Background: an optimization exercise with open tools, aiming at small area and a short achievable clock period. Do not read the settings as production practice.

== before ==
==> module RAM_pr2, before the edit <==
module RAM_pr2(clk,rst_n,din,rx_valid,dout,tx_valid);
input [9:0] din;
input rx_valid,clk,rst_n;
output [7:0] dout;
output reg tx_valid;
reg [5:0] hi_oh;
reg [1:0] lo;
reg [1:0] part;
reg [1:0] a10;
reg is21;
reg [7:0] cw;
reg valid;
reg [1:0] p3;         
reg [1:0] p4;         
reg match_r;
reg [3:0] lo_wb;      
reg [7:0] rd_r;
reg rd_ok;
wire ld_addr = rx_valid & ~din[8];
wire wr = rx_valid & ~din[9] & din[8];
wire [5:0] h = din[7:2];
reg [2:0] d_hi;
reg [1:0] d_lo, d_part;
reg d_is21;
always @(*) begin
    d_is21 = 1'b0;
    if (h[1:0] != 2'd3) begin
        d_hi = {1'b0, h[5:4]}; d_lo = h[3:2]; d_part = h[1:0];
    end else if (h[3:2] != 2'd3) begin
        d_hi = 3'd4; d_lo = h[5:4]; d_part = h[3:2];
    end else if (h[5:4] != 2'd3) begin
        d_hi = 3'd5; d_lo = 2'd0; d_part = h[5:4];
    end else begin
        d_hi = 3'd5; d_lo = 2'd1; d_part = 2'd0; d_is21 = 1'b1;
    end
end
wire [1:0] p4_nx = p4 + 2'd1;
wire [1:0] p3_nx = (p4 == 2'd3) ? ((p3 == 2'd2) ? 2'd0 : p3 + 2'd1) : p3;
wire match_old = (p4_nx == a10) & (is21 | (p3_nx == part));
wire match_new = (p4_nx == din[1:0]) & (d_is21 | (p3_nx == d_part));
wire match_nx = ld_addr ? match_new : match_old;
wire fetch = rd_ok & ~valid;
wire valid_nx = wr | (~ld_addr & (valid | fetch));
assign dout = cw;
always @(posedge clk,negedge rst_n) begin
    if(!rst_n)
        tx_valid<=0;
    else if(rx_valid)
        tx_valid<=din[9]&din[8];
end
integer k;
always @(posedge clk) begin
    p4 <= p4_nx;
    p3 <= p3_nx;
    if(ld_addr) begin
        for (k = 0; k < 6; k = k + 1)
            hi_oh[k] <= d_hi == k;
        lo <= d_lo;
        part <= d_part;
        a10 <= din[1:0];
        is21 <= d_is21;
    end
    match_r <= match_nx;
    valid <= valid_nx;
    for (k = 0; k < 4; k = k + 1)
        lo_wb[k] <= (lo == k) & match_old & valid_nx;
    if(wr)
        cw <= din[7:0];
    else if(fetch)
        cw <= rd_r;
end
wire [7:0] last [0:23];
assign last[22] = 8'd0;
assign last[23] = 8'd0;
reg [7:0] rd;
integer g;
always @(*) begin
    rd = 8'd0;
    for (g = 0; g < 6; g = g + 1)
        rd = rd | ({8{hi_oh[g]}} & last[{g[2:0],lo}]);
end
always @(posedge clk) begin
    rd_r <= rd;
    rd_ok <= match_r & ~ld_addr;
end
genvar l;
generate
for (l = 0; l < 22; l = l + 1) begin : g_loop
    localparam N = (l == 21) ? 4 : 12;
    reg [8*N-1:0] w;
    wire sel = hi_oh[l/4] & lo_wb[l%4];
    assign last[l] = w[8*N-8 +: 8];
    always @(posedge clk)
        w <= {w[8*N-9:0], sel ? cw : w[8*N-8 +: 8]};
end
endgenerate
endmodule
Settings: LEC_CHECK=0, CAP_MARGIN=20, CORE_MARGIN=2, CORE_UTILIZATION=60, CTS_CLUSTER_DIAMETER=100, CTS_CLUSTER_SIZE=30, PLACE_DENSITY=0.7, SETUP_SLACK_MARGIN=2.0, SLEW_MARGIN=20; clock period 3.7 ns.
run.sh (not shown) runs the stock make flow with config.mk's settings and CLKGATE_MAP_FILE= SYNTH_SCRIPT=/design/flow/synth_recipe.tcl, a recipe that flattens the netlist after the stock synthesis.
What after does differently from before at the input level:
--- a/flow/design.v
+++ b/flow/design.v
@@ -86,13 +86,15 @@
     end else begin
         d_hi = 3'd5; d_lo = 2'd1; d_part = 2'd0; d_is21 = 1'b1;
     end
 end
+wire [1:0] lo_nx = ld_addr ? d_lo : lo;
+wire [1:0] part_nx = ld_addr ? d_part : part;
+wire [1:0] a10_nx = ld_addr ? din[1:0] : a10;
+wire is21_nx = ld_addr ? d_is21 : is21;
 wire [1:0] p4_nx = p4 + 2'd1;
 wire [1:0] p3_nx = (p4 == 2'd3) ? ((p3 == 2'd2) ? 2'd0 : p3 + 2'd1) : p3;
-wire match_old = (p4_nx == a10) & (is21 | (p3_nx == part));
-wire match_new = (p4_nx == din[1:0]) & (d_is21 | (p3_nx == d_part));
-wire match_nx = ld_addr ? match_new : match_old;
+wire match_nx = (p4_nx == a10_nx) & (is21_nx | (p3_nx == part_nx));
 wire fetch = rd_ok & ~valid;
 wire valid_nx = wr | (~ld_addr & (valid | fetch));
 assign dout = cw;
 always @(posedge clk,negedge rst_n) begin
@@ -115,9 +117,9 @@
     end
     match_r <= match_nx;
     valid <= valid_nx;
     for (k = 0; k < 4; k = k + 1)
-        lo_wb[k] <= (lo == k) & match_old & valid_nx;
+        lo_wb[k] <= (lo_nx == k) & match_nx & valid_nx;
     if(wr)
         cw <= din[7:0];
     else if(fetch)
         cw <= rd_r;
Findings:
- Going from before to after, final area shrank slightly.
- Setup slack in after is larger than in before.
- Against before, after comes in 7.9% higher on post-layout total power.
- Compared with before, the detailed router inserted fewer vias in after.
- after: fraction of standard cell area in multi-input logic is 0.22 points lower than what before reported.
- The post-CTS clock slew at the launch and capture registers of the worst setup and hold paths of before and that of after are within noise of each other.
- The count of inverters not on the clock network in the layout of after is higher than that of before.
No run of this note included a check of the RTL's function; only the layout flow was run.

==> separate check: timing with driven ports <==
The flow's constraints put no driver on any port. The routed layouts listed below were extracted and timed again, unchanged, in two steps.
Step 1 sets driving cells, clkbuf_16 on the clock port and buf_2 on the other inputs (assumed; they add their load-dependent delay and slew).
Step 2 times the ports against the registers' clock, not the clock port: input delays grow and output delays shrink by t, the midpoint of the rising clock arrivals with the driver on.
a / b / c = ideal ports / drivers / drivers and shift; a / b = the first two.
run	t (ns)	setup WS [ns]	worst hold slack (ns)	cell pins on the clock port's net
before	0.714	1.762 / 1.695 / 1.789	0.308 / 0.303 / 0.308	1
after	0.711	1.769 / 1.701 / 1.800	0.313 / 0.313 / 0.313	1
After both steps setup and hold are still met in every run listed.
